This design comes from an exercise in tuning for small area on the open sky130 flow, not from production work.

==> flow/design.v <==
module uart_top (
    input  wire       CLK100MHZ,
    input  wire       RST,
    input  wire       RX_IN,
    output wire       TX_OUT,
    output wire [7:0] LED
);
    wire clk = CLK100MHZ;
    reg [3:0] bc;
    wire tick = (bc == 4'd11);
    always @(posedge clk or posedge RST)
        if (RST) bc <= 4'd0;
        else     bc <= tick ? 4'd0 : bc + 4'd1;
    reg r1, r2;
    always @(posedge clk or posedge RST)
        if (RST) begin r1 <= 1'b1; r2 <= 1'b1; end
        else     begin r1 <= RX_IN; r2 <= r1; end
    wire fe = ~r1 & r2;
    localparam [3:0] P_IDLE = 4'd2, P_START = 4'd7, P_STOP = 4'd0, P_DONE = 4'd1;
    reg [3:0] p;
    reg [3:0] tc;
    wire ridle  = (p == P_IDLE);
    wire rdone  = (p == P_DONE);
    wire rstart = (p == P_START);
    wire rdata  = p[3];
    wire rstop  = (p == P_STOP);
    wire [2:0] rk = p[2:0];
    wire radv   = tick & (tc == 4'd15);
    always @(posedge clk or posedge RST)
        if (RST) p <= P_IDLE;
        else if (ridle)  p <= fe ? P_START : P_IDLE;
        else if (rdone)  p <= P_IDLE;
        else if (rstart & radv & r2) p <= P_IDLE;
        else if (radv)   p <= p + 4'd1;
    always @(posedge clk)
        if (ridle) tc <= 4'd8;
        else if (tick) tc <= tc + 4'd1;
    localparam [7:0] CMD_CONFIG = 8'hCD, CMD_DISPLAY = 8'hD1;
    reg mc, md;
    always @(posedge clk)
        if (rstart) begin mc <= 1'b1; md <= 1'b1; end
        else if (rdata & radv) begin
            mc <= mc & (r2 == CMD_CONFIG[rk]);
            md <= md & (r2 == CMD_DISPLAY[rk]);
        end
    reg cc, cd;
    wire good = rstop & radv & r2;
    wire bad  = rstop & radv & ~r2;
    always @(posedge clk or posedge RST)
        if (RST) begin cc <= 1'b0; cd <= 1'b0; end
        else if (good) begin cc <= mc; cd <= md; end
    reg [2:0] r;
    always @(posedge clk or posedge RST)
        if (RST) r <= 3'd0;
        else case (r)
            3'd0: if (rdone & cc) r <= 3'd1;
            3'd1, 3'd2, 3'd3: if (rdone) r <= r + 3'd1;
            default: r <= 3'd0;
        endcase
    wire display = (r == 3'd0) & rdone & cd;
    reg [2:0] s;
    localparam [3:0] Q_IDLE = 4'd1, Q_START = 4'd7;
    reg [3:0] q;
    reg [3:0] tc2;
    wire tidle = (q == Q_IDLE);
    wire tdata = q[3];
    wire [2:0] tk = q[2:0];
    wire tadv = tick & (tc2 == 4'd15);
    wire tload = (s == 3'd2) | (s == 3'd4);
    always @(posedge clk or posedge RST)
        if (RST) s <= 3'd0;
        else case (s)
            3'd0: if (display) s <= 3'd1;
            3'd1: s <= 3'd2;
            3'd2: s <= 3'd3;
            3'd3: if (tidle) s <= 3'd4;
            3'd4: s <= 3'd5;
            3'd5: if (tidle) s <= 3'd0;
            default: s <= 3'd0;
        endcase
    always @(posedge clk or posedge RST)
        if (RST) q <= Q_IDLE;
        else if (tload) q <= Q_START;
        else if (!tidle & tadv) q <= q + 4'd1;
    always @(posedge clk)
        if (tload) tc2 <= 4'd0;
        else if (tick) tc2 <= tc2 + 4'd1;
    reg [7:0] A, B;
    reg [5:0] op;
    wire rot = (s == 3'd3) & tdata & tadv;    
    wire shA = rdata & radv & (r == 3'd1);
    wire shB = rdata & radv & (r == 3'd2);
    wire shO = rdata & radv & (r == 3'd3) & (rk < 3'd6);
    always @(posedge clk) begin
        if (bad & (r == 3'd1)) A <= CMD_CONFIG;
        else if (shA | rot) A <= {shA ? r2 : A[0], A[7:1]};
        if (bad & (r == 3'd2)) B <= A;
        else if (shB | rot) B <= {shB ? r2 : B[0], B[7:1]};
    end
    always @(posedge clk or posedge RST)
        if (RST) op <= 6'd0;
        else if (bad & (r == 3'd3)) op <= B[5:0];
        else if (shO) op <= {r2, op[5:1]};
    wire is_add = (op == 6'b100000);
    wire is_sub = (op == 6'b100010);
    wire is_and = (op == 6'b100100);
    wire is_or  = (op == 6'b100101);
    wire is_xor = (op == 6'b100110);
    wire is_nor = (op == 6'b100111);
    wire is_srl = (op == 6'b000010);
    wire is_sra = (op == 6'b000011);
    wire a = A[0], b = B[0], a1 = A[1];
    wire last = (tk == 3'd7);
    reg c, z;
    wire bx = b ^ is_sub;
    wire cn = (is_add | is_sub) & ((a & bx) | (a & c) | (bx & c));
    reg res;
    always @(*) begin
        res = 1'b0;
        if (is_add | is_sub) res = a ^ bx ^ c;
        if (is_and) res = a & b;
        if (is_or)  res = a | b;
        if (is_xor) res = a ^ b;
        if (is_nor) res = ~(a | b);
        if (is_srl) res = last ? 1'b0 : a1;
        if (is_sra) res = last ? a : a1;
    end
    always @(posedge clk) begin
        if (s == 3'd2) begin c <= is_sub; z <= 1'b1; end
        else if (rot) begin
            c <= last ? (c ^ cn) : cn;
            z <= z & ~res;
        end
    end
    wire flag_bit = (tk == 3'd0) ? z : (tk == 3'd1) ? c : 1'b0;
    assign TX_OUT = (q == Q_START) ? 1'b0 : tdata ? (s[1] ? res : flag_bit) : 1'b1;
    assign LED = {1'b1, s, 1'b1, r};
endmodule
clock: 10.0 ns
lec_check: 0
cap_margin: 20
core_margin: 2
core_utilization: 40
slew_margin: 20
run.sh (not shown) runs the stock make flow with config.mk's settings and CLKGATE_MAP_FILE= SYNTH_SCRIPT=/design/flow/synth_recipe.tcl, a recipe that flattens the netlist after the stock synthesis.
==> next run, changes <==
ABC_AREA = 1   (was default)
CTS_BUF_LIST = sky130_fd_sc_hd__clkbuf_8   (was default)
CTS_CLUSTER_DIAMETER = 500   (was default)
CTS_CLUSTER_SIZE = 100   (was default)
Count of clock-buffer cells in the layout is lower by 1.
Register-to-register slack gains 410 ps.
Clock skew hardly moves.
Via count grows by about 10%.
Hold slack hardly moves.
No run of this note included a check of the RTL's function; only the layout flow was run.

-- port drivers added, routing unchanged --
Ports are ideal in the flow. The routed layouts listed here were re-timed in OpenROAD.
Step 1, drivers: a clkbuf_16 drives CLK100MHZ and a buf_2 each remaining input, both assumed.
Step 2 adds t to the input delays and takes it off the output delays; t is the mean of the earliest and latest rising clock arrival at the registers after step 1. Input paths then give back, and output paths get back, about the clock's delay inside the block.
Three values: ideal, step 1, step 2; two values: the first two.
| run | t, ns | slack for setup (ns) | hold WS [ns] | clock arrival spread, ns | worst register clock-pin slew, ns |
|---|---|---|---|---|---|
| the first run | 0.330 | 5.080 / 5.052 / 5.381 | 0.372 / 0.372 / 0.372 | 0.011 / 0.011 | 0.10 / 0.10 |
| the second run | 0.333 | 5.062 / 5.030 / 5.363 | 0.370 / 0.370 / 0.370 | 0.009 / 0.009 | 0.10 / 0.10 |
After both steps setup and hold are still met in every run listed.
